Background: an optimization exercise with open tools, aiming at small area and a short achievable clock period. Do not read the settings as production practice. In this exercise RTL edits were held to simulation tests only and were not proved equivalent to the original. Power is estimated from default activity; no workload was simulated.

===== flow/run.sh =====
#!/bin/bash
# synth_recipe.tcl (not shown) runs the flow's synth.tcl, then flattens the netlist and writes it again
# the make line also repeats each setting of config.mk as NAME=value (left out here)
make -C /OpenROAD-flow-scripts/flow DESIGN_CONFIG=/design/flow/config.mk WORK_HOME=/design/flow/orfs CLKGATE_MAP_FILE= SYNTH_SCRIPT=/design/flow/synth_recipe.tcl finish

===== flow/config.mk =====
export PLATFORM = sky130hd
export DESIGN_NAME = cpu
export DESIGN_NICKNAME = cpu
export VERILOG_FILES = /design/flow/design.v
export SDC_FILE = /design/flow/constraint.sdc
export NUM_CORES = 4
export LEC_CHECK = 0
export CAP_MARGIN = 20
export CORE_MARGIN = 2
export CORE_UTILIZATION = 55
export CTS_CLUSTER_DIAMETER = 60
export CTS_CLUSTER_SIZE = 30
export SETUP_SLACK_MARGIN = 3.0
export SLEW_MARGIN = 20
export TNS_END_PERCENT = 5

===== flow/constraint.sdc =====
create_clock -name core_clock -period 5.5 [get_ports {clk}]
set_input_delay 1.1000 -clock core_clock [delete_from_list [all_inputs] [get_ports {clk}]]
set_output_delay 1.1000 -clock core_clock [all_outputs]
set_load 0.01 [all_outputs]

===== flow/design.v =====
module cpu (clk, rst, imem_addr, imem_data, test, test1);
	input clk, rst;
	output [6:0] imem_addr;
	input  [31:0] imem_data;
	output [31:0] test;
	output [31:0] test1;
	reg [6:0] pc;
	always @(posedge clk or posedge rst)
		if (rst) pc <= 7'd0;
		else     pc <= pc + 7'd1;
	assign imem_addr = pc;
	reg [31:0] ir;
	always @(posedge clk)
		ir <= rst ? 32'd0 : imem_data;
	assign test = ir;
	wire [5:0] op = ir[31:26];
	wire [5:0] fn = ir[5:0];
	wire d_lw  = (op == 6'b000111);
	wire d_sw  = (op == 6'b001000);
	wire d_r   = (op == 6'b000110);
	wire d_add = d_r & (fn == 6'b100000);
	wire d_sub = d_r & (fn == 6'b100010);
	wire d_and = d_r & (fn == 6'b100100);
	wire d_or  = d_r & (fn == 6'b100101);
	wire d_mem = d_lw | d_sw;
	wire d_valid = d_mem | d_add | d_sub | d_and | d_or;
	wire d_arith = d_mem | d_add | d_sub;
	wire [4:0] d_dest = d_mem ? ir[20:16] : (d_valid ? ir[15:11] : 5'd0);
	wire [511:0] rf;      
	wire [15:0] rs_oh, rt_oh;
	genvar g;
	generate
		for (g = 0; g < 16; g = g + 1) begin : DEC
			assign rs_oh[g] = (ir[25:21] == g);
			assign rt_oh[g] = (ir[20:16] == g);
		end
	endgenerate
	reg [31:0] rd_a, rd_b;
	integer k;
	always @(*) begin
		rd_a = 32'd0;
		rd_b = 32'd0;
		for (k = 0; k < 16; k = k + 1) begin
			rd_a = rd_a | ({32{rs_oh[k]}} & rf[32*k +: 32]);
			rd_b = rd_b | ({32{rt_oh[k]}} & rf[32*k +: 32]);
		end
	end
	reg [31:0] ea;            
	reg [31:0] eb;            
	reg [31:0] es;            
	reg e_sub, e_swv, e_mem, e_valid, e_nw;
	reg e_bub;
	reg [3:0] e_dest;
	always @(posedge clk) begin
		ea   <= d_arith ? rd_a : (d_or ? (rd_a | rd_b) : (rd_a & rd_b));
		eb   <= d_mem ? {16'd0, ir[15:0]} : (d_arith ? (rd_b ^ {32{d_sub}}) : 32'd0);
		es   <= rd_b;
		e_bub <= rst;
		if (rst) begin
			e_sub <= 1'b0;
			e_swv <= 1'b0; e_mem <= 1'b0; e_valid <= 1'b0; e_nw <= 1'b0;
			e_dest <= 4'd0;
		end else begin
			e_sub <= d_sub;
			e_swv <= d_sw & e_valid; e_mem <= d_mem; e_valid <= d_valid; e_nw <= d_dest[4];
			e_dest <= d_dest[3:0];
		end
	end
	wire [32:0] sum1 = {ea, 1'b1} + {eb, e_sub};
	wire [31:0] sum = sum1[32:1];
	wire [31:0] res = sum;
	reg m_nw;
	reg [3:0] m_dest;
	reg [31:0] md;
	reg m_alu;
	reg [12:0] m_rsel, m_wsel;
	reg m_fwd;
	reg [31:0] ss;
	wire [415:0] dm;      
	wire [12:0] ap = ea[12:0] ^ eb[12:0];
	wire [12:0] aa = ea[12:0] & eb[12:0];
	wire [12:0] ao = ea[12:0] | eb[12:0];
	wire hi_ok = &(~(ap[12:5] ^ ao[11:4]));
	wire [12:0] hit;
	generate
		for (g = 0; g < 13; g = g + 1) begin : ADEC
			wire [4:0] K = g;
			wire [4:0] cin  = ap[4:0] ^ K;
			wire [3:0] cout;
			genvar b;
			for (b = 0; b < 4; b = b + 1) begin : B
				assign cout[b] = K[b] ? aa[b] : ao[b];
			end
			assign hit[g] = hi_ok & ~cin[0] & (cin[4:1] == cout[3:0]);
		end
	endgenerate
	wire [12:0] wsel = hit & {13{e_swv}};
	wire [12:0] rsel = hit & {13{e_mem & ~d_sw}};
	always @(posedge clk) begin
		m_rsel <= rsel & ~wsel & {13{~rst}};
		m_wsel <= wsel & {13{~rst}};
		m_fwd  <= (|(rsel & wsel)) & ~rst;
		ss     <= es;
		if (rst) begin
			m_nw <= 1'b0; m_dest <= 4'd0;
		end else begin
			m_nw <= e_nw; m_dest <= e_dest;
		end
		md <= res;
		m_alu <= ~(rst | e_mem | e_bub);
	end
	wire [31:0] sd0 = ss & {32{~rst}};
	wire [31:0] sd1 = ss | {32{rst}};
	function [31:0] init_word(input integer i);
		init_word = (i == 0) ? 32'd1000 : (i == 1) ? 32'd5000 :
		            (i == 2) ? 32'd2000 : (i == 3) ? 32'd3000 : 32'd0;
	endfunction
	generate
		for (g = 0; g < 13; g = g + 1) begin : DM
			wire [31:0] iw = init_word(g);
			wire [31:0] nd = (sd1 & iw) | (sd0 & ~iw);
			reg [31:0] q;
			always @(posedge clk)
				if (m_wsel[g] | rst) q <= nd;
			assign dm[32*g +: 32] = q;
		end
	endgenerate
	reg [31:0] mrd;
	always @(*) begin
		mrd = {32{m_fwd}} & ss;
		for (k = 0; k < 13; k = k + 1)
			mrd = mrd | ({32{m_rsel[k]}} & dm[32*k +: 32]);
	end
	wire [31:0] wbn = (mrd | (md & {32{m_alu}})) & {32{~rst}};
	reg [31:0] wb;
	always @(posedge clk) wb <= wbn;
	assign test1 = wb;
	generate
		for (g = 0; g < 16; g = g + 1) begin : RF
			reg [31:0] q;
			always @(posedge clk)
				if (rst | (~m_nw & (m_dest == g))) q <= wbn;
			assign rf[32*g +: 32] = q;
		end
	endgenerate
endmodule

==> results of run 1 <==
## power breakdown
group | switching (mW) | internal (mW)
logic | 0.721 | 0.293
clock network | 3.43 | 3.08
registers | 0.235 | 10.3
total | 4.39 | 13.6
## worst paths after layout
path                            start           to  slack, ns  depth (start not counted)
min reg2reg                    es[17]       ss[17]       0.33                          0
max in group asynchronous         rst        pc[6]       4.55                          2
max                        m_rsel[10]  RF[2].q[16]       2.72                          4
min                            es[17]       ss[17]       0.33                          0
min in group asynchronous         rst        pc[3]       0.54                          2
max reg2reg                m_rsel[10]  RF[2].q[16]       2.72                          4
## final cells by class
cell class | instances | area [µm²]
Clock inverter | 56 | 706
Antenna cell | 2 | 5.00
Clock buffer | 90 | 2140
Sequential cell | 1202 | 33500
Tap cell | 1134 | 1420
Timing Repair Buffer | 237 | 2210
Multi-Input combinational cell | 1743 | 13300
Inverter | 61 | 233
Fill cell | 6169 | 30400
## per-stage QoR
step                hold slack (ns)  cell area [µm²]  setup WS, ns  utilization, %
floorplan                     0.310            47000          2.98               -
global placement              0.312            49400          2.12            58.9
detailed placement            0.312            49400          2.07            59.0
CTS                           0.331            52800          2.71            63.0
global route                  0.336            53400          2.68            63.7
finish                        0.331            53400          2.72            63.7
## critical path, delay by kind of cell, from the launching register on
kind,cells,cell delay (ns)
simple gates,1,0.22
buf+inv,1,0.35
compound gates,2,0.98
flops,1,0.83
## per-layer routing
metal	vias up	GRT usage [%]
met2	2303	57.2
met1	15700	47.4
met3	556	8.05
met5	-	0
li1	13000	-
met4	0	15.1
## cell families after synthesis
family / count (synthesis) / share of synthesized area, %
flops: 1202 / 71.5
compound gates: 899 / 14.7
simple gates: 685 / 7.92
buf+inv: 258 / 2.35
xor+xnor: 76 / 1.43
fa+ha+maj: 49 / 1.39
mux: 33 / 0.718
## state kept, by name (all words and copies together) (netlist names), 13 cells and up
register and flops:
m_rsel 13, RF.q 512, md 32, ss 32, ir 32, DM.q 416, wb 32, es 32
m_wsel 13, eb 32, ea 32
## placed cells by master, fill, tap and decap left out, types with 28 or more instances in the layout
cell type / instances
a221oi_1: 78
nor2_1: 113
xor2_1: 36
a21oi_1: 53
and3_1: 48
mux2i_1: 29
a22o_1: 86
dfxtp_2: 28
clkbuf_16: 84
nand4_1: 54
inv_1: 56
clkdlybuf4s50_1: 100
dfxtp_1: 228
nand2_1: 185
edfxtp_1: 928
xnor2_1: 39
nor2b_1: 78
a222oi_1: 53
a22oi_1: 467
ha_1: 30
buf_4: 112
o21ai_0: 30
## what timing repair did
item,CTS,global route
hold buffers,0,0
gates cloned,2,0
setup endpoints to repair,536,587
buffers inserted,24,19
gates resized for setup,90,110
pin swaps,6,34
==> impl_metrics.py, run 1 <==
metrics = {
    "worst_setup_path": {
        "path_cells": "buf_4 -> a22oi_1 -> and3_1 -> a31oi_2",
        "cp_max_fo": 17,
        "cp-start-kind": "flip-flop",
        "worstSetupPathType": "flip-flop to flip-flop",
        "cp.required_ns": 5.79,
        "slowest_stage": "a31oi_2",
        "crit_path_end_kind": "flip-flop",
        "worstPathArrival_ns": 3.06,
        "cpPeakStageDelay_ns": 0.87,
    },
    "cts": {
        "clock_latency_ns": 0.66,
        "cts_buffers": 79,
        "clk_pin_slew_ns": 0.09,
        "cts_tree": "done",
        "clock-sinks": 1202,
        "root_buffer": "clkbuf_16",
        "clock_path_buffers": 3,
        "cts_max_level": 3,
    },
    "timing": {
        "finalSetupTns_ns": 0,
        "fin_skew_ns": 0.0310,
        "report.final.slew_viol_count": 0,
        "fin_crit_ns": 2.78,
        "finalSetupViolCount": 0,
        "slew_headroom_pct": 27.1,
        "rsz0062_at_grt": "yes",
        "fmax_ghz": 0.360,
        "period_share_pct": 50.5,
        "worst_pin_slew_ns": 1.09,
        "finalHoldViolations": 0,
    },
    "synthesis": {
        "synth.yosys.seq_area_share_pct": 71.5,
        "synthMostInstantiatedCell": "edfxtp_1",
        "synth_cells": 3202,
        "ys_async_sr_fraction_pct": 0.582,
        "synth_common_cells": "edfxtp_1, a22oi_1, dfxtp_1, nand2_1, clkbuf_1",
        "synth_top_area_cell": "edfxtp_1",
        "synth_flop_cell": "edfxtp_1",
        "synth_top_area_share_pct": 59.7,
        "synth_edf_count": 928,
        "synth-seq-cells": 1202,
        "ys_warn_count": 1,
        "yosysUniqueCellTypes": 78,
        "syn-num-nets": 3285,
        "netlist_top_cells_area": "edfxtp_1, dfxtp_1, a22oi_1, a22o_1, nand2_1",
        "synth.avg_cell_area_um2": 14.6,
        "synth_area_mm2": 0.0467,
    },
    "floorplanning": {
        "coreArea_mm2": 0.0838,
        "start_util_pct": 55.7,
        "io_pins": 105,
        "die_area_mm2": 0.0872,
        "placementRows": 106,
        "die_w_um": 295,
        "die_h_um": 295,
    },
    "place": {
        "gp_congestion": 0.925,
        "port_buffers": 104,
        "place_hpwl_um": 89900,
        "dp.cells": 4332,
    },
    "power": {
        "cellPowerDensity_mw_per_mm2": 337,
        "leakage_nw": 18.8,
        "vdd_ir_drop_max_mv": 0.240,
        "total_power_mw": 18.0,
    },
    "global_route": {
        "grt_pass1_vias": 30600,
        "grt_max_degree": 136,
        "track_usage_pct": 35.8,
        "grt_pass1_wl_um": 221000,
        "grt_overflow": 0,
        "antenna_found_initial": 6,
    },
    "final_layout": {
        "final_nets": 3407,
        "drive_gt1_share_pct": 14.7,
        "syn2layout_area_growth_pct": 14.5,
        "instances_no_fill": 4525,
    },
    "drt": {
        "ant_nets": 0,
        "drc_errors": 0,
        "drtPass1Iterations": 10,
        "highest_layer": "met4",
        "wl_um": 157000,
        "avgRoutedWirePerCell_um": 34.7,
        "drt_iter0_drc": 4764,
        "met2_length_um": 72300,
        "viasPerCell": 6.96,
        "wl_met3_um": 18700,
        "drt-met1-wl_um": 58200,
        "vias": 31500,
    },
    "run_status": {
        "outcome": "no timing/DRC/antenna violations",
    },
    "worst_hold_path": {
        "hold_path.class": "flip-flop to flip-flop",
    },
    "run": {
        "drv_cap": 0,
    },
}
==> run 2, diff against run 1 <==
--- a/flow/config.mk
+++ b/flow/config.mk
@@ -9,3 +9,3 @@
 export CORE_MARGIN = 2
-export CORE_UTILIZATION = 55
+export CORE_UTILIZATION = 65
 export CTS_CLUSTER_DIAMETER = 60
@@ -14,2 +14 @@
 export SLEW_MARGIN = 20
-export TNS_END_PERCENT = 5
==> run 2 against run 1 <==
  * Fmax is 10% higher
  * Non-clock buffer count is 23 lower
  * Cell count is 5.0% lower
  * Power is 2.6% lower
  * Sequential power hardly changed
  * Critical path depth is 3 lower
  * Combinational power hardly changed
  * Setup slack better by 0.26 ns
  * Critical endpoint is now test[0]
  * Largest cell class unchanged
==> impl_metrics.py, run 2 <==
metrics = {
    "synthesis": {
        "syn-num-nets": 3285,
        "synth_top_family_by_area": "compound AO/OA/AOI/OAI gates",
        "synth-seq-cells": 1202,
        "yosysUniqueCellTypes": 78,
        "synth_edf_count": 928,
        "synth_top_area_share_pct": 59.7,
        "ys_warn_count": 1,
        "synthMostInstantiatedCell": "edfxtp_1",
        "synth_area_mm2": 0.0467,
        "netlist_top_cells_area": "edfxtp_1, dfxtp_1, a22oi_1, a22o_1, nand2_1",
        "synth_top_area_cell": "edfxtp_1",
        "synth-compound-area-share_pct": 14.7,
        "synth_cells": 3202,
        "synthSimpleGateAreaFrac_pct": 7.92,
        "synth.yosys.seq_area_share_pct": 71.5,
        "synthXorXnorAreaFrac_pct": 1.43,
        "synth_flop_cell": "edfxtp_1",
        "ys_async_sr_fraction_pct": 0.582,
        "synth.mux.area_fraction_pct": 0.718,
        "yosys.area_share.adder_pct": 1.39,
        "synth.avg_cell_area_um2": 14.6,
        "synth_common_cells": "edfxtp_1, a22oi_1, dfxtp_1, nand2_1, clkbuf_1",
    },
    "worst_setup_path": {
        "slowest_stage": "dfxtp_2",
        "cp.required_ns": 4.40,
        "cp_top_family": "flip-flops",
        "cpPeakStageDelay_ns": 0.47,
        "cp-start-kind": "flip-flop",
        "crit_path_end_kind": "output pin",
        "cp_max_fo": 6,
        "critPathBufInv": 1,
        "path_cells": "dlygate4sd2_1",
        "r2r_slack_ns": 2.99,
        "worstPathArrival_ns": 1.42,
        "worstSetupPathType": "flip-flop to output pin",
    },
    "global_route": {
        "track_usage_pct": 39.6,
        "grt_max_degree": 56,
        "grt_pass1_wl_um": 210000,
        "grt_overflow": 0,
        "antenna_found_initial": 3,
        "grt_pass1_vias": 30600,
    },
    "final_layout": {
        "top_register": "RF.q",
        "fill_cells": 4506,
        "top_regs": "RF.q: 512 flops, DM.q: 416 flops",
        "layout_common_cells": "edfxtp_1, a22oi_1, dfxtp_1",
        "largest_reg_flops": 512,
        "final_area_mm2": 0.0528,
        "drive_gt1_share_pct": 13.5,
        "seq_area_mm2": 0.0335,
        "num_antenna_cells": 0,
        "syn2layout_area_growth_pct": 13.1,
        "multi_input_comb_area_mm2": 0.0133,
        "final_nets": 3377,
        "layout_commonest_cell": "edfxtp_1",
    },
    "timing": {
        "rsz0062_at_grt": "yes",
        "fin_skew_ns": 0.0329,
        "fmax_ghz": 0.397,
        "slew_headroom_pct": 37.0,
        "fin_crit_ns": 2.52,
        "finalHoldViolations": 0,
        "report.final.slew_viol_count": 0,
        "finalSetupTns_ns": 0,
        "period_share_pct": 45.8,
        "finalSetupViolCount": 0,
        "worst_pin_slew_ns": 0.943,
    },
    "drt": {
        "viasPerCell": 7.41,
        "drc_errors": 0,
        "drt_iter0_drc": 5516,
        "ant_nets": 0,
        "drtPass1Iterations": 7,
        "avgRoutedWirePerCell_um": 34.9,
        "vias": 31900,
        "wl_um": 150000,
    },
    "floorplanning": {
        "start_util_pct": 65.5,
        "coreArea_mm2": 0.0712,
        "die_h_um": 272,
        "die_w_um": 272,
        "placementRows": 98,
        "io_pins": 105,
        "die_area_mm2": 0.0740,
    },
    "worst_hold_path": {
        "hold_path.class": "flip-flop to flip-flop",
    },
    "place": {
        "place_hpwl_um": 80600,
        "port_buffers": 104,
        "gp_congestion": 0.913,
        "place_area_mm2": 0.0491,
    },
    "cts": {
        "clk_pin_slew_ns": 0.10,
        "clock_path_buffers": 3,
        "cts_buffers": 69,
        "clock-sinks": 1202,
        "cts_max_level": 3,
        "cts_tree": "done",
        "root_buffer": "clkbuf_16",
        "clock_latency_ns": 0.66,
    },
    "power": {
        "cellPowerDensity_mw_per_mm2": 333,
        "leakage_nw": 18.8,
        "vdd_ir_drop_max_mv": 0.447,
    },
    "run": {
        "drv_cap": 0,
    },
    "run_status": {
        "outcome": "no timing/DRC/antenna violations",
    },
}
## run 2: cell counts after synthesis
Identical to the previous run, type by type.
## run 2: per-layer routing
metal  up-vias  wire length [µm]  GRT usage [%]
li1      12900                 -              -
met1     15600             52500           53.5
met2      2815             68400           62.9
met3       581             21000           8.75
met4         0              8070           17.3
met5         -                 0              0
## run 2: final timing paths
path                              from  cells after the start       to
worst min-delay path             es[0]                      0    ss[0]
worst min register to register   es[0]                      0    ss[0]
worst max-delay path             ir[0]                      1  test[0]
min in group asynchronous          rst                      3    pc[0]
worst max register to register  ir[22]                      9   ea[26]
max in group asynchronous          rst                      3    pc[6]
## run 2: repair_timing
| item | CTS | global route |
|---|---|---|
| pin swaps | 12 | 31 |
| gates resized for setup | 198 | 93 |
| endpoints found under the setup margin | 994 | 254 |
| gates cloned | 2 | 4 |
| setup buffers | 21 | 10 |
| hold buffers | 0 | 0 |
## run 2: final cells by class
| type | instances | share of cell area (%) |
|---|---|---|
| clock buffers | 78 | 3.51 |
| clock inverters | 50 | 1.28 |
| inverters | 61 | 0.441 |
| multi-input cells | 1746 | 25.2 |
| flip-flops and latches | 1202 | 63.4 |
| well taps | 950 | 2.25 |
| repair buffers | 214 | 3.86 |
## run 2: logic make-up after synthesis
family | after synthesis
fa+ha+maj | 49
buf+inv | 258
xor+xnor | 76
flops | 1202
mux | 33
simple gates | 685
compound gates | 899
## run 2: where the power goes
part           leakage, nW  switching (mW)  internal (mW)
Clock                 1.24            3.30           2.75
Sequential            11.9           0.218           10.2
Combinational         5.69           0.743          0.290
## run 2: stage by stage
| step | instances | util, % | setup slack, ns | power [mW] | hold slack, ns |
|---|---|---|---|---|---|
| after detailed placement | 4136 | 68.9 | 1.77 | 11.6 | 0.312 |
| final | 4301 | 74.1 | 2.98 | 17.5 | 0.327 |
| after global routing | 4301 | 74.1 | 2.94 | 18.0 | 0.329 |
| after CTS | 4287 | 73.4 | 2.85 | 17.5 | 0.326 |
| after global placement | 4130 | 68.7 | 1.76 | 11.6 | 0.313 |
| after floorplan | 3202 | - | 2.98 | 11.1 | 0.310 |
==> run 3, diff against run 2 <==
--- a/flow/config.mk
+++ b/flow/config.mk
@@ -9,3 +9,3 @@
 export CORE_MARGIN = 2
-export CORE_UTILIZATION = 65
+export CORE_UTILIZATION = 75
 export CTS_CLUSTER_DIAMETER = 60
==> run 3 against run 2 <==
  * Area after synthesis unchanged
  * Synthesized cell count unchanged
  * Cell area decreased by 0.78%
  * Clock power decreased by 15%
  * Flip-flop and latch count unchanged
  * Critical endpoint is now md[18]
  * Largest cell class unchanged
==> impl_metrics.py, run 3 <==
metrics = {
    "power": {
        "p_int_mw": 12.7,
        "comb_power_share_pct": 6.3,
        "pwr-share-clk_pct": 30.9,
        "p_sw_share_pct": 24.0,
        "p_seq_share_pct": 62.8,
        "leakage_nw": 18.8,
        "switchingPower_mw": 4.02,
        "vdd_ir_drop_max_mv": 0.393,
        "cellPowerDensity_mw_per_mm2": 320,
    },
    "synthesis": {
        "syn-num-nets": 3285,
        "netlist_top_cells_area": "edfxtp_1, dfxtp_1, a22oi_1, a22o_1, nand2_1",
        "ys_warn_count": 1,
        "synthMostInstantiatedCell": "edfxtp_1",
        "synth_cells": 3202,
        "yosysUniqueCellTypes": 78,
        "synth_top_area_share_pct": 59.7,
        "synth-seq-cells": 1202,
        "synth_area_mm2": 0.0467,
        "ys_async_sr_fraction_pct": 0.582,
        "synth.avg_cell_area_um2": 14.6,
        "synth_top_area_cell": "edfxtp_1",
        "synth_common_cells": "edfxtp_1, a22oi_1, dfxtp_1, nand2_1, clkbuf_1",
        "synth_flop_cell": "edfxtp_1",
        "synth_edf_count": 928,
        "synth.yosys.seq_area_share_pct": 71.5,
    },
    "worst_setup_path": {
        "crit_path_end_kind": "flip-flop",
        "r2r_end": "md[18]",
        "critPathBufInv": 3,
        "cp-start-kind": "flip-flop",
        "r2r-start": "ea[1]",
        "r2r_slack_ns": 2.86,
        "worstSetupPathType": "flip-flop to flip-flop",
        "reg2regPathDepth": 10,
        "cpPeakStageDelay_ns": 0.42,
        "cp_top_family": "compound AO/OA/AOI/OAI gates",
        "cp_common_cell": "buf_4",
        "cp_max_fo": 4,
        "cp.required_ns": 6.08,
        "path_cells": "inv_1 -> fa_2 -> a41o_1 -> nor3_4 -> buf_4 -> nor2_4 -> buf_4 -> o21ai_2 -> a21boi_2 -> xnor2_2",
        "worstPathArrival_ns": 3.21,
        "slowest_stage": "dfxtp_2",
    },
    "cts": {
        "cts_buffers": 55,
        "clk_pin_slew_ns": 0.11,
        "root_buffer": "clkbuf_16",
        "clock_path_buffers": 3,
        "clock_latency_ns": 0.69,
        "ctsHoldBuffers": 0,
        "cts_max_level": 2,
        "cts_tree": "done",
        "clock-sinks": 1202,
    },
    "timing": {
        "slew_headroom_pct": 31.9,
        "period_share_pct": 47.9,
        "report.final.slew_viol_count": 0,
        "worst_pin_slew_ns": 1.02,
        "finalSetupTns_ns": 0,
        "finalHoldViolations": 0,
        "fin_crit_ns": 2.64,
        "fin_skew_ns": 0.0266,
        "rsz0062_at_grt": "yes",
        "fmax_ghz": 0.379,
        "finalSetupViolCount": 0,
    },
    "drt": {
        "viasPerCell": 7.88,
        "ant_nets": 0,
        "drtPass1Iterations": 10,
        "drt_iter0_drc": 5919,
        "wl_um": 154000,
        "drc_errors": 0,
        "vias": 33200,
        "avgRoutedWirePerCell_um": 36.5,
    },
    "final_layout": {
        "top_register": "RF.q",
        "top_regs": "RF.q: 512 flops, DM.q: 416 flops",
        "drive_gt1_share_pct": 14.5,
        "syn2layout_area_growth_pct": 12.2,
        "largest_reg_flops": 512,
        "layout_common_cells": "edfxtp_1, a22oi_1, dfxtp_1",
        "final_nets": 3405,
        "utilization_pct": 85.0,
        "layout_commonest_cell": "edfxtp_1",
    },
    "place": {
        "gp_congestion": 0.992,
        "place_hpwl_um": 83500,
        "port_buffers": 104,
    },
    "floorplanning": {
        "coreArea_mm2": 0.0616,
        "die_h_um": 253,
        "die_w_um": 253,
        "die_area_mm2": 0.0642,
        "io_pins": 105,
        "placementRows": 91,
        "start_util_pct": 75.8,
    },
    "worst_hold_path": {
        "hold_start": "es[28]",
        "min_delay_worst_endpoint": "ss[28]",
        "hold_path.class": "flip-flop to flip-flop",
        "hold_depth": 0,
    },
    "global_route": {
        "grt_pass1_wl_um": 212000,
        "grt_pass1_vias": 32000,
        "grt_use_met2_pct": 71.7,
        "gr-usage-met1_pct": 59.2,
        "grt_busiest_layer": "met2",
        "track_usage_pct": 46.5,
        "grtUsageMet3_pct": 13.6,
        "grt_max_degree": 76,
        "antenna_found_initial": 5,
        "grt_overflow": 0,
    },
    "run_status": {
        "outcome": "no timing/DRC/antenna violations",
    },
    "run": {
        "drv_cap": 0,
    },
}
[run 3: cells by family (layout without fill, tap and decap cells)]
| logic type | after synthesis | count (layout) | synth area share, % |
|---|---|---|---|
| DFF | 1202 | 1202 | 71.5 |
| buffers and inverters | 258 | 422 | 2.35 |
| and+or+nand+nor | 685 | 688 | 7.92 |
| other | 0 | 5 | 0 |
| muxes | 33 | 33 | 0.718 |
| xor gates and xnor gates | 76 | 76 | 1.43 |
| adders and majority gates | 49 | 49 | 1.39 |
| AOI/OAI and AO/OA | 899 | 899 | 14.7 |
[run 3: worst reg2reg max path: stages (launching register included)]
cell,delay (ns)
dfxtp_2,0.42
inv_1,0.14
fa_2,0.43
a41o_1,0.33
nor3_4,0.28
buf_4,0.19
nor2_4,0.05
buf_4,0.13
o21ai_2,0.19
a21boi_2,0.10
xnor2_2,0.28
[run 3: metrics by stage]
step / hold WS [ns] / instance area [µm²] / instances / power, mW / setup WS [ns]
final: 0.338 / 52400 / 4211 / 16.7 / 2.86
after global routing: 0.342 / 52300 / 4206 / 17.0 / 2.82
after CTS: 0.338 / 51500 / 4161 / 16.5 / 2.80
after detailed placement: 0.314 / 48900 / 4027 / 11.6 / 2.20
after global placement: 0.311 / 48900 / 4027 / 11.5 / 2.29
after floorplan: 0.310 / 47000 / 3202 / 11.1 / 2.98
[run 3: cell type report]
type                            count  area, µm²
Tap cell                          837       1050
Timing Repair Buffer              257       2370
Multi-Input combinational cell   1745      13300
Clock buffer                       69       1480
Fill cell                        2819       9240
Sequential cell                  1202      33500
Inverter                           61        233
Clock inverter                     35        442
Antenna cell                        5       12.5
[run 3: power by group through the flow]
stage	Combinational (mW)	Sequential, mW	Clock, mW
after global routing	1.06	10.5	5.36
after detailed placement	0.886	10.7	0
final	1.05	10.5	5.17
after CTS	0.931	10.5	5.07
after global placement	0.865	10.7	0
after floorplan	0.531	10.6	0
[run 3: metal layers]
metal | wire length, µm | vias up
met5 | 13 | -
li1 | - | 12900
met4 | 12200 | 2
met2 | 67900 | 3599
met3 | 26300 | 1010
met1 | 47300 | 15600
[run 3: repair_timing]
action,in CTS,in global routing
setup endpoints to repair,408,291
buffers inserted,29,43
resized for setup,215,114
pin swaps,19,48
cloned,1,2
[run 3: how the worst max path moves through the flow]
stage / startpoint / endpoint / slack, ns / cells after the start
finish: ea[1] / md[18] / 2.86 / 10
CTS: ir[1] / test[1] / 2.80 / 1
global route: ea[0] / md[18] / 2.82 / 11
detailed placement: ir[21] / ea[3] / 2.20 / 8
global placement: rst / RF[12].q[27] / 2.29 / 5
floorplan: rst / RF[0].q[12] / 2.98 / 4
==> run 4, diff against run 3 <==
--- a/flow/config.mk
+++ b/flow/config.mk
@@ -9,6 +9,6 @@
 export CORE_MARGIN = 2
-export CORE_UTILIZATION = 75
+export CORE_UTILIZATION = 65
 export CTS_CLUSTER_DIAMETER = 60
 export CTS_CLUSTER_SIZE = 30
-export SETUP_SLACK_MARGIN = 3.0
+export SETUP_SLACK_MARGIN = 3.1
 export SLEW_MARGIN = 20
==> run 4 against run 3 <==
  * Setup slack better by 0.13 ns
  * Routed wire length rose by 3.0%
  * Still clean
  * Cell area rose by 4.6%
  * Synthesized cell count unchanged
  * Utilization is 8.1 points lower
  * Sequential power about the same
  * Critical endpoint is now eb[13]
  * Largest power group unchanged
==> impl_metrics.py, run 4 <==
metrics = {
    "run": {
        "drv_cap": 0,
    },
    "place": {
        "dp.cells": 4137,
        "port_buffers": 104,
        "place_hpwl_um": 82900,
        "place_ws_ns": 1.66,
        "place_area_mm2": 0.0491,
        "gp_congestion": 0.926,
    },
    "worst_setup_path": {
        "startpoint": "ir[16]",
        "path_cells": "buf_12 -> or3b_4 -> nor3b_4 -> buf_12 -> a21oi_1 -> and4_1 -> nand4_1 -> xnor2_1 -> o21ai_1",
        "cp_max_fo": 5,
        "cp_common_cell": "buf_12",
        "cpPeakStageDelay_ns": 0.44,
        "worstPathArrival_ns": 3.05,
        "cp-start-kind": "flip-flop",
        "slowest_stage": "or3b_4",
        "critPathBufInv": 2,
        "r2r-start": "ir[16]",
        "worstSetupPathType": "flip-flop to flip-flop",
        "cp_top_family": "simple AND/OR/NAND/NOR gates",
        "crit_path_end_kind": "flip-flop",
        "cp.required_ns": 6.04,
    },
    "drt": {
        "wl_um": 158000,
        "drtPass1Iterations": 9,
        "viasPerCell": 7.47,
        "avgRoutedWirePerCell_um": 35.7,
        "ant_nets": 0,
        "drt_iter0_drc": 5994,
        "drc_errors": 0,
        "vias": 33000,
    },
    "worst_hold_path": {
        "hold_path.class": "flip-flop to flip-flop",
        "hold_start": "es[20]",
    },
    "cts": {
        "cts_tree": "done",
        "clock-sinks": 1202,
        "clock_path_buffers": 3,
        "cts_buffers": 69,
        "cts_max_level": 3,
        "clk_pin_slew_ns": 0.10,
        "clock_latency_ns": 0.67,
        "root_buffer": "clkbuf_16",
    },
    "synthesis": {
        "synth.avg_cell_area_um2": 14.6,
        "synth-seq-cells": 1202,
        "ys_warn_count": 1,
        "synth_top_area_share_pct": 59.7,
        "synthMostInstantiatedCell": "edfxtp_1",
        "synth_edf_count": 928,
        "synth_cells": 3202,
        "synth_top_area_cell": "edfxtp_1",
        "ys_async_sr_fraction_pct": 0.582,
        "synth_area_mm2": 0.0467,
        "synth_flop_cell": "edfxtp_1",
        "yosysUniqueCellTypes": 78,
        "synth_common_cells": "edfxtp_1, a22oi_1, dfxtp_1, nand2_1, clkbuf_1",
        "netlist_top_cells_area": "edfxtp_1, dfxtp_1, a22oi_1, a22o_1, nand2_1",
        "synth.yosys.seq_area_share_pct": 71.5,
        "syn-num-nets": 3285,
    },
    "floorplanning": {
        "die_w_um": 272,
        "coreArea_mm2": 0.0712,
        "die_area_mm2": 0.0740,
        "die_h_um": 272,
        "io_pins": 105,
        "start_util_pct": 65.5,
        "placementRows": 98,
    },
    "final_layout": {
        "layout_commonest_cell": "edfxtp_1",
        "largest_reg_flops": 512,
        "instances_no_fill": 4426,
        "top_register": "RF.q",
        "seq_area_mm2": 0.0335,
        "fill_cells": 4116,
        "multi_input_comb_area_mm2": 0.0138,
        "syn2layout_area_growth_pct": 17.3,
        "final_area_mm2": 0.0548,
        "layout_common_cells": "edfxtp_1, a22oi_1, dfxtp_1",
        "top_regs": "RF.q: 512 flops, DM.q: 416 flops",
        "drive_gt1_share_pct": 19.6,
        "final_nets": 3499,
    },
    "timing": {
        "slew_headroom_pct": 39.9,
        "worst_pin_slew_ns": 0.893,
        "fin_skew_ns": 0.0308,
        "finalHoldViolations": 0,
        "finalSetupViolCount": 0,
        "fin_crit_ns": 2.51,
        "finalSetupTns_ns": 0,
        "fmax_ghz": 0.399,
        "period_share_pct": 45.6,
        "report.final.slew_viol_count": 0,
        "rsz0062_at_grt": "yes",
        "worst_slack_ns": 2.99,
    },
    "power": {
        "total_power_mw": 17.8,
        "cellPowerDensity_mw_per_mm2": 326,
        "leakage_nw": 19.6,
        "vdd_ir_drop_max_mv": 0.351,
    },
    "global_route": {
        "grt_pass1_wl_um": 218000,
        "grt_overflow": 0,
        "antenna_found_initial": 4,
        "grt_pass1_vias": 31500,
        "track_usage_pct": 41.5,
        "grt_max_degree": 60,
    },
    "run_status": {
        "outcome": "no timing/DRC/antenna violations",
    },
}
## run 4: cell count changes in the layout (fill, tap and decap cells not counted), sizes merged, moves of 2 or more
cell / change
buf: +65
dlygate4sd2: -46
clkbuf: +30
clkdlybuf4s15: +26
or2: +11
inv: +8
clkinvlp: +4
bufinv: +3
a21o: +2
diode: -2
## run 4: per-layer routing
metal  vias up  wire length, µm  track usage (%)
met2      3142            72100             64.9
met5         -              115            0.963
met3       752            22700             9.49
met4         4            10800             23.0
met1     16000            52500             54.2
li1      13200                -                -
## run 4: layout make-up
type | count | area share [%]
clock inverters | 50 | 1.36
clock buffers | 78 | 3.39
multi-input cells | 1757 | 25.2
inverters | 61 | 0.425
well taps | 950 | 2.17
flip-flops and latches | 1202 | 61.2
diodes | 3 | 0.0137
repair buffers | 325 | 6.23
## run 4: repair_timing
item                                    4_1_cts  5_1_grt
endpoints found under the setup margin     1505      401
cloned                                       15       10
hold buffers                                  0        0
pin swaps                                    41       63
setup buffers                                65       68
resized for setup                           368      179
## run 4: final timing paths
check,to,slack [ns],depth (start not counted)
worst max register to register,eb[13],2.99,9
worst min-delay path,ss[20],0.34,0
worst min register to register,ss[20],0.34,0
min in group asynchronous,pc[0],0.91,4
worst max-delay path,eb[13],2.99,9
max in group asynchronous,pc[6],4.37,4
## run 4: cells by family (layout without fill, tap and decap cells)
group / count (synthesis) / count (layout) / share of synthesized area [%]
flip-flops: 1202 / 1202 / 71.5
AO/OA/AOI/OAI: 899 / 901 / 14.7
AND/OR/NAND/NOR: 685 / 698 / 7.92
buffers and inverters: 258 / 514 / 2.35
XOR/XNOR: 76 / 76 / 1.43
adder cells (fa/ha/maj): 49 / 49 / 1.39
multiplexers: 33 / 33 / 0.718
other: 0 / 3 / 0
## run 4: report_power, final
group	internal, mW	total [mW]	switching, mW
Sequential	10.2	10.5	0.229
Clock	2.89	6.23	3.34
Combinational	0.364	1.14	0.774
Total	13.5	17.8	4.34
## run 4: stage by stage
stage	util, %	hold slack (ns)
2_1_floorplan	-	0.310
3_3_place_gp	68.8	0.314
3_5_place_dp	68.9	0.312
4_1_cts	74.9	0.336
5_1_grt	76.9	0.343
6_report	76.9	0.335
==> run 5, diff against run 4 <==
--- a/flow/design.v
+++ b/flow/design.v
@@ -49,3 +49,3 @@
 	reg [31:0] eb;            
-	reg [31:0] es;            
+	reg [12:0] ei;            
 	reg e_sub, e_swv, e_mem, e_valid, e_nw;
@@ -55,4 +55,4 @@
 		ea   <= d_arith ? rd_a : (d_or ? (rd_a | rd_b) : (rd_a & rd_b));
-		eb   <= d_mem ? {16'd0, ir[15:0]} : (d_arith ? (rd_b ^ {32{d_sub}}) : 32'd0);
-		es   <= rd_b;
+		eb   <= d_arith ? (rd_b ^ {32{d_sub}}) : 32'd0;
+		ei   <= ir[12:0];
 		e_bub <= rst;
@@ -79,5 +79,5 @@
 	wire [415:0] dm;      
-	wire [12:0] ap = ea[12:0] ^ eb[12:0];
-	wire [12:0] aa = ea[12:0] & eb[12:0];
-	wire [12:0] ao = ea[12:0] | eb[12:0];
+	wire [12:0] ap = ea[12:0] ^ ei;
+	wire [12:0] aa = ea[12:0] & ei;
+	wire [12:0] ao = ea[12:0] | ei;
 	wire hi_ok = &(~(ap[12:5] ^ ao[11:4]));
@@ -102,3 +102,3 @@
 		m_fwd  <= (|(rsel & wsel)) & ~rst;
-		ss     <= es;
+		ss     <= eb;           
 		if (rst) begin
--- a/flow/config.mk
+++ b/flow/config.mk
@@ -9,6 +9,6 @@
 export CORE_MARGIN = 2
-export CORE_UTILIZATION = 65
+export CORE_UTILIZATION = 55
 export CTS_CLUSTER_DIAMETER = 60
 export CTS_CLUSTER_SIZE = 30
-export SETUP_SLACK_MARGIN = 3.1
+export SETUP_SLACK_MARGIN = 3.0
 export SLEW_MARGIN = 20
==> run 5 against run 4 <==
  * Power down 3.3%
  * Fmax fell by 8.4%
  * Routed wire length decreased by 1.5%
  * Clock power is 0.6% higher
==> impl_metrics.py, run 5 <==
metrics = {
    "run_status": {
        "outcome": "no timing/DRC/antenna violations",
    },
    "power": {
        "p_seq_share_pct": 58.4,
        "vdd_ir_drop_max_mv": 0.358,
        "comb_power_share_pct": 5.3,
        "p_sw_share_pct": 24.5,
        "switchingPower_mw": 4.23,
        "leakage_nw": 18.7,
        "p_int_mw": 13.0,
        "cellPowerDensity_mw_per_mm2": 325,
        "pwr-share-clk_pct": 36.4,
    },
    "global_route": {
        "grt_pass1_vias": 30700,
        "grt_max_degree": 66,
        "grt_overflow": 0,
        "grt_pass1_wl_um": 220000,
        "antenna_found_initial": 6,
        "track_usage_pct": 36.2,
    },
    "synthesis": {
        "yosysUniqueCellTypes": 63,
        "syn-num-nets": 3133,
        "netlist_top_cells_area": "edfxtp_1, dfxtp_1, a22oi_1, a22o_1, a221oi_1",
        "ys_warn_count": 1,
        "synth.yosys.seq_area_share_pct": 72.6,
        "yosys.area_share.adder_pct": 1.36,
        "synth-compound-area-share_pct": 15.9,
        "synthXorXnorAreaFrac_pct": 1.62,
        "synth_cells": 3050,
        "synth_top_area_share_pct": 61.3,
        "synth_edf_count": 928,
        "synthSimpleGateAreaFrac_pct": 6.48,
        "synth_top_family_by_area": "compound AO/OA/AOI/OAI gates",
        "synth_flop_cell": "edfxtp_1",
        "synth.avg_cell_area_um2": 14.9,
        "synth_top_area_cell": "edfxtp_1",
        "synth_common_cells": "edfxtp_1, a22oi_1, dfxtp_1, nor2_1, a22o_1",
        "synthMostInstantiatedCell": "edfxtp_1",
        "synth.mux.area_fraction_pct": 0,
        "ys_async_sr_fraction_pct": 0.592,
        "synth-seq-cells": 1183,
        "synth_area_mm2": 0.0455,
    },
    "cts": {
        "clock-sinks": 1183,
        "cts_buffers": 74,
        "clock_path_buffers": 3,
        "cts_max_level": 3,
        "clk_pin_slew_ns": 0.09,
        "clock_latency_ns": 0.67,
        "ctsHoldBuffers": 0,
        "cts_tree": "done",
        "root_buffer": "clkbuf_16",
    },
    "timing": {
        "rsz0062_at_grt": "yes",
        "fmax_ghz": 0.365,
        "report.final.slew_viol_count": 0,
        "fin_crit_ns": 2.74,
        "whs_ns": 0.350,
        "worst_pin_slew_ns": 1.20,
        "finalHoldViolations": 0,
        "fin_skew_ns": 0.0363,
        "finalSetupTns_ns": 0,
        "finalSetupViolCount": 0,
        "slew_headroom_pct": 20.0,
        "period_share_pct": 49.8,
    },
    "worst_setup_path": {
        "r2r_slack_ns": 2.76,
        "cp-start-kind": "flip-flop",
        "crit_path_end_kind": "flip-flop",
        "worstSetupPathType": "flip-flop to flip-flop",
        "reg2regPathDepth": 11,
        "cp_max_fo": 3,
        "worstPathArrival_ns": 3.31,
        "cp.required_ns": 6.07,
    },
    "floorplanning": {
        "die_h_um": 292,
        "io_pins": 105,
        "coreArea_mm2": 0.0820,
        "start_util_pct": 55.5,
        "die_w_um": 292,
        "placementRows": 105,
        "die_area_mm2": 0.0850,
    },
    "place": {
        "place_hpwl_um": 86000,
        "dp.cells": 4137,
        "place_area_mm2": 0.0483,
        "port_buffers": 104,
        "gp_congestion": 0.942,
    },
    "final_layout": {
        "drive_gt1_share_pct": 18.0,
        "instances_no_fill": 4402,
        "fill_cells": 5850,
        "top_register": "RF.q",
        "final_area_mm2": 0.0531,
        "syn2layout_area_growth_pct": 16.8,
        "layout_commonest_cell": "edfxtp_1",
        "layout_common_cells": "edfxtp_1, a22oi_1, dfxtp_1",
        "final_nets": 3350,
        "largest_reg_flops": 512,
        "top_regs": "RF.q: 512 flops, DM.q: 416 flops",
    },
    "run": {
        "drv_cap": 0,
    },
    "drt": {
        "avgRoutedWirePerCell_um": 35.4,
        "viasPerCell": 7.14,
        "ant_nets": 0,
        "wl_um": 156000,
        "drt_iter0_drc": 5202,
        "drtPass1Iterations": 18,
        "vias": 31400,
        "drc_errors": 0,
    },
    "worst_hold_path": {
        "hold_path.class": "flip-flop to flip-flop",
        "hold_depth": 0,
    },
}
==> run 5: cell count changes in the layout (fill, tap and decap cells not counted), sizes merged, moves of 29 or more <==
cell | before | now
o21ai | 43 | 14
nand4 | 54 | 23
dlygate4sd2 | 22 | 70
a22o | 86 | 191
mux2i | 29 | 0
nor2 | 116 | 208
nand3 | 23 | 117
a221oi | 79 | 187
a22oi | 467 | 332
nand2 | 199 | 50
a21oi | 59 | 92
==> run 5: metrics by stage <==
step / setup WS [ns] / power, mW / utilization, %
2_1_floorplan: 2.65 / 10.6 / -
3_3_place_gp: 1.07 / 11.0 / 58.8
3_5_place_dp: 1.86 / 11.0 / 58.9
4_1_cts: 2.76 / 17.2 / 63.8
5_1_grt: 2.65 / 17.7 / 64.8
6_report: 2.76 / 17.3 / 64.8
==> run 5: power by group through the flow <==
stage	combinational (mW)	clock [mW]	sequential [mW]
floorplan	0.392	0	10.2
global placement	0.744	0	10.3
detailed placement	0.763	0	10.3
CTS	0.821	6.30	10.1
global route	0.933	6.64	10.1
finish	0.908	6.27	10.1
==> run 5: worst max-delay path: stages (launching register included) <==
cell      delay [ns]
dfxtp_4         0.41
inv_4           0.04
fa_2            0.37
nor2b_4         0.13
o211ai_1        0.15
a2111o_1        0.53
nand4_1         0.22
nand3_2         0.14
a31oi_4         0.19
o21ai_2         0.09
a21oi_2         0.23
xnor2_1         0.14
==> run 5: path summary, 6_finish.rpt <==
check	from	to
max	ea[0]	md[31]
min	ir[9]	ei[9]
max reg2reg	ea[0]	md[31]
min reg2reg	ir[9]	ei[9]
max in group asynchronous	rst	pc[4]
min in group asynchronous	rst	pc[3]
==> run 5: layer usage <==
layer,global-route usage (%),part of all wire [%],vias to the layer above
met5,0,0.0058,-
met4,17.1,6.1,2
li1,-,-,12800
met1,47.7,35,15500
met3,9.10,13,680
met2,56.7,45,2523
==> run 5: final cells by class <==
class                   instances  area (µm²)  share of cell area [%]
flip-flops and latches       1183       33100                    62.3
clock inverters                57         737                    1.39
inverters                      42         173                   0.325
well taps                    1070        1340                    2.52
diodes                          3        7.51                  0.0141
multi-input cells            1657       13000                    24.5
repair buffers                309        2850                    5.36
clock buffers                  81        1940                    3.65
==> run 5: kinds of logic (layout without fill, tap and decap cells) <==
family / after synthesis / in the layout
adders and majority gates: 49 / 49
DFF: 1183 / 1183
and+or+nand+nor: 585 / 596
other: 0 / 3
AOI/OAI and AO/OA: 928 / 928
buffers and inverters: 221 / 489
xor gates and xnor gates: 84 / 84
==> run 5: repair_timing <==
action,CTS,global route
buffers inserted,78,34
resized for setup,219,119
pin swaps,55,39
endpoints found under the setup margin,775,335
gates cloned,11,1
==> run 6, diff against run 5 <==
--- a/flow/design.v
+++ b/flow/design.v
@@ -127,9 +127,11 @@
 	endgenerate
-	reg [31:0] mrd;
+	wire [12:0] rs_en = m_rsel & {13{~rst}};
+	wire fwd_en = m_fwd & ~rst;
+	wire alu_en = m_alu & ~rst;
+	reg [31:0] wbn;
 	always @(*) begin
-		mrd = {32{m_fwd}} & ss;
+		wbn = ({32{fwd_en}} & ss) | ({32{alu_en}} & md);
 		for (k = 0; k < 13; k = k + 1)
-			mrd = mrd | ({32{m_rsel[k]}} & dm[32*k +: 32]);
+			wbn = wbn | ({32{rs_en[k]}} & dm[32*k +: 32]);
 	end
-	wire [31:0] wbn = (mrd | (md & {32{m_alu}})) & {32{~rst}};
 	reg [31:0] wb;
==> run 6 against run 5 <==
  * Die area about the same
  * Worst hold slack got worse by 0.017 ns
  * Register-to-register slack got worse by 0.09 ns
  * Power up 0.97%
  * Area after synthesis about the same
  * Sequential power hardly changed
  * Synthesized cell count is 0.72% higher
  * Critical path type unchanged
  * Largest power group unchanged
  * Highest routed layer unchanged
==> impl_metrics.py, run 6 <==
metrics = {
    "worst_hold_path": {
        "hold_path.class": "flip-flop to flip-flop",
    },
    "place": {
        "port_buffers": 104,
        "dp.cells": 4140,
        "gp_congestion": 0.930,
        "place_hpwl_um": 85400,
        "place_ws_ns": 1.34,
    },
    "worst_setup_path": {
        "cp_max_fo": 3,
        "worstSetupPathType": "flip-flop to flip-flop",
        "worstPathArrival_ns": 3.38,
        "cp.required_ns": 6.05,
        "cp-start-kind": "flip-flop",
        "crit_path_end_kind": "flip-flop",
    },
    "global_route": {
        "track_usage_pct": 36.7,
        "grt_max_degree": 45,
        "grt_pass1_vias": 30600,
        "antenna_found_initial": 7,
        "grt_overflow": 0,
        "grt_pass1_wl_um": 222000,
    },
    "cts": {
        "clock_latency_ns": 0.67,
        "cts_buffers": 78,
        "clock_path_buffers": 3,
        "root_buffer": "clkbuf_16",
        "clk_pin_slew_ns": 0.10,
        "cts_max_level": 3,
        "ctsHoldBuffers": 0,
        "cts_tree": "done",
        "clock-sinks": 1183,
    },
    "synthesis": {
        "synth-seq-cells": 1183,
        "synth_common_cells": "edfxtp_1, a22oi_1, dfxtp_1, nor2_1, a22o_1",
        "synth_flop_cell": "edfxtp_1",
        "ys_warn_count": 1,
        "netlist_top_cells_area": "edfxtp_1, dfxtp_1, a22oi_1, a22o_1, a221oi_1",
        "synth_top_area_cell": "edfxtp_1",
        "syn-num-nets": 3155,
        "synth.yosys.seq_area_share_pct": 72.6,
        "synth_edf_count": 928,
        "synth.avg_cell_area_um2": 14.8,
        "synthMostInstantiatedCell": "edfxtp_1",
        "ys_async_sr_fraction_pct": 0.592,
        "synth_area_mm2": 0.0455,
        "synth_top_area_share_pct": 61.3,
        "yosysUniqueCellTypes": 63,
        "synth_cells": 3072,
    },
    "final_layout": {
        "top_regs": "RF.q: 512 flops, DM.q: 416 flops",
        "syn2layout_area_growth_pct": 18.1,
        "layout_common_cells": "edfxtp_1, a22oi_1, dfxtp_1",
        "top_register": "RF.q",
        "layout_commonest_cell": "edfxtp_1",
        "final_nets": 3407,
        "utilization_pct": 65.5,
        "drive_gt1_share_pct": 19.6,
        "instances_no_fill": 4457,
        "largest_reg_flops": 512,
    },
    "power": {
        "leakage_nw": 19.1,
        "comb_power_share_pct": 5.1,
        "p_seq_share_pct": 57.8,
        "switchingPower_mw": 4.23,
        "cellPowerDensity_mw_per_mm2": 324,
        "pwr-share-clk_pct": 37.1,
        "total_power_mw": 17.4,
        "vdd_ir_drop_max_mv": 0.247,
        "p_sw_share_pct": 24.3,
        "p_int_mw": 13.2,
    },
    "timing": {
        "fmax_ghz": 0.354,
        "fin_skew_ns": 0.0360,
        "finalSetupTns_ns": 0,
        "finalHoldViolations": 0,
        "report.final.slew_viol_count": 0,
        "worst_pin_slew_ns": 1.09,
        "slew_headroom_pct": 27.3,
        "finalSetupViolCount": 0,
        "period_share_pct": 51.4,
        "rsz0062_at_grt": "yes",
        "fin_crit_ns": 2.83,
        "worst_slack_ns": 2.67,
    },
    "drt": {
        "wl_um": 159000,
        "viasPerCell": 7.11,
        "avgRoutedWirePerCell_um": 35.6,
        "drt_iter0_drc": 4801,
        "ant_nets": 0,
        "drtPass1Iterations": 7,
        "drc_errors": 0,
        "vias": 31700,
    },
    "floorplanning": {
        "placementRows": 105,
        "start_util_pct": 55.5,
        "io_pins": 105,
        "die_area_mm2": 0.0850,
        "coreArea_mm2": 0.0820,
        "die_w_um": 292,
        "die_h_um": 292,
    },
    "run_status": {
        "outcome": "no timing/DRC/antenna violations",
    },
    "run": {
        "drv_cap": 0,
    },
}
run 6: cell count changes after synthesis, sizes merged, moves of 32 or more:
cell / previous run / this run
a221oi: 187 / 141
a22o: 191 / 145
a22oi: 332 / 424
a31oi: 36 / 4
nand4: 23 / 59
run 6: logic make-up after synthesis:
group,after synthesis,synth area share (%)
AOI/OAI and AO/OA,896,15.2
DFF,1183,72.6
buffers and inverters,219,1.98
and+or+nand+nor,641,7.22
adders and majority gates,49,1.36
xor gates and xnor gates,84,1.62
run 6: power by group through the flow:
stage,combinational (mW),clock (mW),sequential (mW)
3_5_place_dp,0.756,0,10.3
5_1_grt,0.917,6.82,10.1
3_3_place_gp,0.751,0,10.3
4_1_cts,0.818,6.48,10.1
6_report,0.894,6.46,10.1
2_1_floorplan,0.400,0,10.2
run 6: path summary, 6_finish.rpt:
kind                       start      to  slack [ns]  cells past startpoint
setup / recovery           ea[0]  md[31]        2.67                     11
hold / removal             ir[9]   ei[9]        0.33                      0
setup reg to reg           ea[0]  md[31]        2.67                     11
hold reg to reg            ir[9]   ei[9]        0.33                      0
max in group asynchronous    rst   pc[5]        4.33                      3
min in group asynchronous    rst   pc[0]        0.96                      3
run 6: area by class of cell:
cell class              instances  area [µm²]
diodes                          2        5.00
clock buffers                  88        2090
clock inverters                53         732
fillers                      5782       28300
inverters                      42         168
multi-input cells            1685       13000
flip-flops and latches       1183       33100
well taps                    1070        1340
repair buffers                334        3250
run 6: repair_timing:
item | in CTS | in global routing
resized for setup | 199 | 139
pin swaps | 64 | 34
endpoints found under the setup margin | 1246 | 367
cloned | 15 | 3
setup buffers | 128 | 28
run 6: stage by stage:
step / instance area [µm²] / hold slack [ns]
after floorplan: 46100 / 0.334
after global placement: 48300 / 0.345
after detailed placement: 48300 / 0.346
after CTS: 52900 / 0.329
after global routing: 53700 / 0.320
final: 53700 / 0.333
run 6: per-layer routing:
| metal | GRT usage (%) | routed length [µm] |
|---|---|---|
| met5 | 0 | 27 |
| met4 | 18.9 | 10100 |
| met3 | 7.44 | 19000 |
| met2 | 57.9 | 72300 |
| met1 | 48.8 | 57500 |
run 6: worst max-delay path, stage by stage, from the launching register on:
cell	delay, ns
dfxtp_4	0.39
inv_4	0.04
fa_2	0.35
nor2b_2	0.17
o211ai_1	0.14
a2111o_1	0.56
nand4_1	0.23
nand3_2	0.13
a31oi_4	0.21
o21ai_2	0.10
a21oi_4	0.21
xnor2_2	0.17
==> run 7, diff against run 6 <==
--- a/flow/design.v
+++ b/flow/design.v
@@ -68,4 +68,25 @@
 	end
-	wire [32:0] sum1 = {ea, 1'b1} + {eb, e_sub};
-	wire [31:0] sum = sum1[32:1];
+	wire [32:0] xa = {ea, 1'b1};
+	wire [32:0] xb = {eb, e_sub};
+	wire [32:0] pg_p = xa ^ xb;
+	wire [32:0] pg_g = xa & xb;
+	wire [32:0] kg [0:6];
+	wire [32:0] kp [0:6];
+	assign kg[0] = pg_g;
+	assign kp[0] = pg_p;
+	genvar l;
+	generate
+		for (l = 0; l < 6; l = l + 1) begin : KS
+			for (g = 0; g < 33; g = g + 1) begin : BIT
+				if (g >= (1 << l)) begin : M
+					assign kg[l+1][g] = kg[l][g] | (kp[l][g] & kg[l][g - (1 << l)]);
+					assign kp[l+1][g] = kp[l][g] & kp[l][g - (1 << l)];
+				end else begin : P
+					assign kg[l+1][g] = kg[l][g];
+					assign kp[l+1][g] = kp[l][g];
+				end
+			end
+		end
+	endgenerate
+	wire [31:0] sum = pg_p[32:1] ^ kg[6][31:0];
 	wire [31:0] res = sum;
==> run 7 against run 6 <==
  * Still clean on timing, DRC and antenna
  * Global-route usage grew 1.3 points
  * Combinational power rose by about 10%
  * Power is 1.2% higher
  * Non-clock buffer count fell by 16
  * Cell count up 0.13%
  * Utilization about the same
  * Area after synthesis up 0.17%
  * Fmax increased by 8.8%
  * Register-to-register slack improved by 0.23 ns
  * Clock skew shrank 0.0023 ns
  * Synthesized cell count grew 0.65%
  * Highest routed layer unchanged
==> impl_metrics.py, run 7 <==
metrics = {
    "final_layout": {
        "multi_input_comb_area_mm2": 0.0131,
        "drive_gt1_share_pct": 19.1,
        "fill_cells": 5766,
        "largest_reg_flops": 512,
        "syn2layout_area_growth_pct": 17.8,
        "final_nets": 3408,
        "layout_commonest_cell": "edfxtp_1",
        "seq_area_mm2": 0.0331,
        "layout_common_cells": "edfxtp_1, a22oi_1, dfxtp_1",
        "top_register": "RF.q",
        "top_regs": "RF.q: 512 flops, DM.q: 416 flops",
    },
    "timing": {
        "finalHoldViolations": 0,
        "worst_pin_slew_ns": 1.02,
        "worst_slack_ns": 2.90,
        "slew_headroom_pct": 31.7,
        "period_share_pct": 47.2,
        "fmax_ghz": 0.385,
        "finalSetupTns_ns": 0,
        "fin_crit_ns": 2.60,
        "finalSetupViolCount": 0,
        "report.final.slew_viol_count": 0,
        "rsz0062_at_grt": "yes",
        "fin_skew_ns": 0.0337,
    },
    "power": {
        "vdd_ir_drop_max_mv": 0.303,
        "switchingPower_mw": 4.44,
        "p_seq_share_pct": 57.4,
        "leakage_nw": 19.5,
        "cellPowerDensity_mw_per_mm2": 328,
        "p_int_mw": 13.2,
        "p_sw_share_pct": 25.2,
        "total_power_mw": 17.6,
        "comb_power_share_pct": 5.6,
        "pwr-share-clk_pct": 37.0,
    },
    "cts": {
        "cts_buffers": 78,
        "root_buffer": "clkbuf_16",
        "clock_path_buffers": 3,
        "clock_latency_ns": 0.69,
        "cts_tree": "done",
        "clk_pin_slew_ns": 0.09,
        "clock-sinks": 1183,
        "cts_max_level": 3,
    },
    "synthesis": {
        "ys_async_sr_fraction_pct": 0.592,
        "netlist_top_cells_area": "edfxtp_1, dfxtp_1, a22oi_1, a221oi_1, nand2_1",
        "synth-seq-cells": 1183,
        "syn-num-nets": 3175,
        "synth_top_area_cell": "edfxtp_1",
        "synth_top_area_share_pct": 61.2,
        "synth_common_cells": "edfxtp_1, a22oi_1, dfxtp_1, nand2_1, clkbuf_1",
        "synth_flop_cell": "edfxtp_1",
        "ys_warn_count": 1,
        "synth.avg_cell_area_um2": 14.7,
        "yosysUniqueCellTypes": 71,
        "synth_cells": 3092,
        "synth.yosys.seq_area_share_pct": 72.5,
        "synth_edf_count": 928,
        "synth_area_mm2": 0.0456,
        "synthMostInstantiatedCell": "edfxtp_1",
    },
    "worst_hold_path": {
        "hold_path.class": "flip-flop to flip-flop",
    },
    "drt": {
        "ant_nets": 0,
        "avgRoutedWirePerCell_um": 37.0,
        "drtPass1Iterations": 9,
        "viasPerCell": 7.23,
        "wl_um": 165000,
        "vias": 32200,
        "drt_iter0_drc": 5025,
        "drc_errors": 0,
    },
    "floorplanning": {
        "placementRows": 105,
        "coreArea_mm2": 0.0820,
        "die_h_um": 292,
        "die_w_um": 292,
        "start_util_pct": 55.6,
        "io_pins": 105,
        "die_area_mm2": 0.0851,
    },
    "worst_setup_path": {
        "cp_max_fo": 8,
        "worstSetupPathType": "flip-flop to flip-flop",
        "cp-start-kind": "flip-flop",
        "worstPathArrival_ns": 3.14,
        "cp.required_ns": 6.05,
        "crit_path_end_kind": "flip-flop",
    },
    "global_route": {
        "grt_max_degree": 58,
        "grt_overflow": 0,
        "track_usage_pct": 38.0,
        "grt_pass1_wl_um": 228000,
        "grt_pass1_vias": 30800,
        "antenna_found_initial": 7,
    },
    "place": {
        "port_buffers": 104,
        "place_hpwl_um": 90500,
        "gp_congestion": 0.926,
        "place_ws_ns": 1.56,
    },
    "run": {
        "drv_cap": 0,
    },
    "run_status": {
        "outcome": "no timing/DRC/antenna violations",
    },
}
run 7: cell types whose count changed in the layout (fill, tap and decap cells not counted), sizes merged, moves of 19 or more:
cell	change
nand2	+140
a221o	+21
a21oi	-34
nand3	-39
buf	-19
xor2	-32
o21ai	+24
nand4	-19
a221oi	-43
a22o	-71
mux2i	+34
and3	-32
nor2	-88
a22oi	+80
run 7: cell families after synthesis:
group | synth area share [%]
DFF | 72.5
AOI/OAI and AO/OA | 15.6
and+or+nand+nor | 6.82
buffers and inverters | 1.97
xor gates and xnor gates | 1.00
adders and majority gates | 1.36
muxes | 0.772
run 7: critical path: stages, from the launching register on:
cell and delay (ns):
dfxtp_4 0.39, or3b_4 0.49, nor2_4 0.53, buf_12 0.22, a22oi_1 0.09, nand4_1 0.15, nor2_2 0.10, o21a_1 0.17
a21oi_1 0.31
run 7: what timing repair did:
item | in CTS | in global routing
hold buffers | 0 | 0
gates cloned | 17 | 4
setup endpoints to repair | 946 | 266
pin swaps | 43 | 31
gates resized for setup | 221 | 120
buffers inserted | 98 | 30
run 7: layout make-up:
cell class,count,area share [%]
well taps,1070,2.49
flip-flops and latches,1183,61.6
multi-input cells,1705,24.4
repair buffers,318,5.84
clock buffers,80,3.65
diodes,2,0.00932
inverters,39,0.284
clock inverters,66,1.64
run 7: per-stage QoR:
stage               std cells  area (µm²)  util, %  hold slack (ns)
global route             4461       53700     65.5            0.363
finish                   4463       53700     65.5            0.350
detailed placement       4166       48300     59.0            0.339
CTS                      4427       52800     64.4            0.352
floorplan                3092       46000        -            0.334
global placement         4166       48300     59.0            0.340
run 7: routing by layer:
| layer | part of all wire [%] | track usage (%) | up-vias |
|---|---|---|---|
| li1 | - | - | 12900 |
| met3 | 13 | 8.14 | 664 |
| met2 | 45 | 58.7 | 2749 |
| met5 | 0.0073 | 0 | - |
| met4 | 6.6 | 20.9 | 2 |
| met1 | 35 | 50.6 | 15900 |
run 7: worst paths after layout:
kind / from / to / slack (ns) / cells past startpoint
hold / removal: ir[10] / ei[10] / 0.35 / 0
setup reg to reg: ir[19] / ea[21] / 2.90 / 8
setup / recovery: ir[19] / ea[21] / 2.90 / 8
max in group asynchronous: rst / pc[5] / 4.54 / 3
hold reg to reg: ir[10] / ei[10] / 0.35 / 0
min in group asynchronous: rst / pc[0] / 0.63 / 3
run 7: power by group through the flow:
stage / combinational, mW / clock (mW) / sequential, mW
final: 0.984 / 6.53 / 10.1
after floorplan: 0.444 / 0 / 10.2
after global placement: 0.810 / 0 / 10.3
after global routing: 1.01 / 6.91 / 10.1
after detailed placement: 0.818 / 0 / 10.3
after CTS: 0.901 / 6.54 / 10.1
==> run 8, diff against run 7 <==
--- a/flow/config.mk
+++ b/flow/config.mk
@@ -9,3 +9,3 @@
 export CORE_MARGIN = 2
-export CORE_UTILIZATION = 55
+export CORE_UTILIZATION = 65
 export CTS_CLUSTER_DIAMETER = 60
==> run 8 against run 7 <==
  * Still clean
  * Clock power decreased by 18%
  * Global-route usage increased by 4.8 points
  * Synthesized cell count unchanged
  * Flip-flop and latch count unchanged
  * Setup slack improved by 0.066 ns
  * Register-to-register slack improved by 0.07 ns
  * Utilization increased by 9.7 points
  * Routed wire length decreased by 5.1%
  * Clock skew decreased by 0.0072 ns
  * Non-clock buffer count decreased by 19
  * Count of clock-buffer cells in the layout decreased by 9
  * Fmax increased by 2.6%
==> impl_metrics.py, run 8 <==
metrics = {
    "global_route": {
        "track_usage_pct": 42.8,
        "grt_max_degree": 47,
        "grt_pass1_wl_um": 216000,
        "grt_overflow": 0,
        "grt_pass1_vias": 30400,
        "antenna_found_initial": 3,
    },
    "power": {
        "switchingPower_mw": 3.95,
        "cellPowerDensity_mw_per_mm2": 314,
        "p_sw_share_pct": 24.0,
        "leakage_nw": 19.1,
        "pwr-share-clk_pct": 32.6,
        "vdd_ir_drop_max_mv": 0.412,
        "p_seq_share_pct": 61.5,
        "comb_power_share_pct": 5.9,
        "p_int_mw": 12.5,
    },
    "timing": {
        "fin_crit_ns": 2.53,
        "slew_headroom_pct": 29.8,
        "period_share_pct": 46.0,
        "finalHoldViolations": 0,
        "report.final.slew_viol_count": 0,
        "rsz0062_at_grt": "yes",
        "worst_pin_slew_ns": 1.05,
        "finalSetupTns_ns": 0,
        "fin_skew_ns": 0.0265,
        "worst_slack_ns": 2.97,
        "finalSetupViolCount": 0,
        "fmax_ghz": 0.395,
    },
    "synthesis": {
        "synth-seq-cells": 1183,
        "syn-num-nets": 3175,
        "synthMostInstantiatedCell": "edfxtp_1",
        "synth_flop_cell": "edfxtp_1",
        "synth_common_cells": "edfxtp_1, a22oi_1, dfxtp_1, nand2_1, clkbuf_1",
        "synth_top_area_cell": "edfxtp_1",
        "netlist_top_cells_area": "edfxtp_1, dfxtp_1, a22oi_1, a221oi_1, nand2_1",
        "ys_warn_count": 1,
        "ys_async_sr_fraction_pct": 0.592,
        "synth.yosys.seq_area_share_pct": 72.5,
        "synth.avg_cell_area_um2": 14.7,
        "synth_top_area_share_pct": 61.2,
        "synth_cells": 3092,
        "yosysUniqueCellTypes": 71,
        "synth_edf_count": 928,
        "synth_area_mm2": 0.0456,
    },
    "final_layout": {
        "drive_gt1_share_pct": 17.8,
        "syn2layout_area_growth_pct": 15.0,
        "num_antenna_cells": 0,
        "largest_reg_flops": 512,
        "final_nets": 3370,
        "layout_common_cells": "edfxtp_1, a22oi_1, dfxtp_1",
        "top_register": "RF.q",
        "top_regs": "RF.q: 512 flops, DM.q: 416 flops",
        "layout_commonest_cell": "edfxtp_1",
        "fill_cells": 4310,
    },
    "floorplanning": {
        "coreArea_mm2": 0.0697,
        "placementRows": 97,
        "die_area_mm2": 0.0722,
        "io_pins": 105,
        "start_util_pct": 65.4,
        "die_h_um": 269,
        "die_w_um": 269,
    },
    "drt": {
        "ant_nets": 0,
        "drt_iter0_drc": 5614,
        "wl_um": 157000,
        "drtPass1Iterations": 10,
        "avgRoutedWirePerCell_um": 36.7,
        "viasPerCell": 7.52,
        "vias": 32200,
        "drc_errors": 0,
    },
    "worst_setup_path": {
        "worstSetupPathType": "flip-flop to flip-flop",
        "startpoint": "ir[18]",
        "slowest_stage": "or3b_4",
        "path_cells": "or3b_4 -> nor2_4 -> buf_4 -> a22o_1 -> a221oi_1 -> nand3_1 -> nor2_2 -> nor2_1 -> a2bb2oi_1",
        "worstPathArrival_ns": 3.11,
        "r2r-start": "ir[18]",
        "path_depth": 9,
        "critPathBufInv": 1,
        "cpPeakStageDelay_ns": 0.47,
        "r2r_end": "ea[26]",
        "cp-start-kind": "flip-flop",
        "cp.required_ns": 6.08,
        "crit_end": "ea[26]",
        "cp_max_fo": 18,
        "cp_top_family": "simple AND/OR/NAND/NOR gates",
        "crit_path_end_kind": "flip-flop",
        "r2r_slack_ns": 2.97,
        "reg2regPathDepth": 9,
    },
    "cts": {
        "cts_tree": "done",
        "clock-sinks": 1183,
        "cts_buffers": 59,
        "root_buffer": "clkbuf_16",
        "ctsHoldBuffers": 0,
        "clock_path_buffers": 3,
        "clk_pin_slew_ns": 0.10,
        "cts_max_level": 2,
        "clock_latency_ns": 0.69,
    },
    "place": {
        "place_ws_ns": 1.45,
        "port_buffers": 104,
        "place_hpwl_um": 85700,
        "gp_congestion": 0.944,
    },
    "worst_hold_path": {
        "hold_path.class": "flip-flop to flip-flop",
    },
    "run_status": {
        "outcome": "no timing/DRC/antenna violations",
    },
    "run": {
        "drv_cap": 0,
    },
}
==> run 8: worst min-delay path by stage <==
| stage | from | end | slack [ns] | cells past startpoint |
|---|---|---|---|---|
| 2_1_floorplan | eb[10] | ss[10] | 0.33 | 0 |
| 3_3_place_gp | ir[6] | ei[6] | 0.34 | 0 |
| 3_5_place_dp | ir[6] | ei[6] | 0.34 | 0 |
| 4_1_cts | ir[9] | ei[9] | 0.35 | 0 |
| 5_1_grt | ir[9] | ei[9] | 0.35 | 0 |
| 6_report | ir[6] | ei[6] | 0.35 | 0 |
==> run 8: final cells by class <==
class                      count  area (µm²)  area share (%)
clock buffer                  71        1590            3.03
clock inverter                40         472           0.900
inverter                      39         153           0.291
multi-input combinational   1705       13100            24.9
sequential                  1183       33100            63.2
tap                          940        1180            2.25
timing repair buffer         299        2840            5.43
==> run 8: through the flow <==
step	power, mW	area (µm²)	util [%]	hold slack [ns]	instances
after floorplan	10.7	46000	-	0.334	3092
after global placement	11.1	48100	69.0	0.337	4026
after detailed placement	11.1	48100	69.1	0.339	4027
after CTS	16.3	51700	74.3	0.352	4255
after global routing	16.7	52400	75.2	0.350	4277
final	16.4	52400	75.2	0.352	4277
==> run 8: routing by layer <==
layer	share of wire, %	vias up	global-route usage [%]
met2	44	3110	64.5
li1	-	12800	-
met3	15	767	9.95
met4	7.1	4	24.1
met1	34	15500	58.0
met5	0.017	-	0
==> run 8: power groups by stage <==
stage | registers [mW] | clock network, mW | logic, mW
global route | 10.1 | 5.62 | 0.978
floorplan | 10.2 | 0 | 0.444
finish | 10.1 | 5.35 | 0.968
detailed placement | 10.3 | 0 | 0.802
CTS | 10.1 | 5.31 | 0.888
global placement | 10.3 | 0 | 0.793
==> run 8: kinds of logic (layout without fill, tap and decap cells) <==
logic type               count (synthesis)  after routing  synth area share, %
AND/OR/NAND/NOR                        632            642                 6.82
AO/OA/AOI/OAI                          922            927                 15.6
XOR/XNOR                                52             52                 1.00
buffers and inverters                  219            449                 1.97
flip-flops                            1183           1183                 72.5
adder cells (fa/ha/maj)                 49             49                 1.36
multiplexers                            35             35                0.772
==> run 8: repair_timing <==
item,in CTS,in global routing
endpoints found under the setup margin,1191,359
resized for setup,213,101
setup buffers,101,19
gates cloned,16,3
pin swaps,51,35

Re-timed with assumed drivers on the ports (clkbuf_16 on the clock, buf_2 on other inputs), run 8 has 2.858 ns of setup slack against 2.968 ns with ideal ports, and 2.109 ns once port delays also move by the mid clock arrival of 0.749 ns.
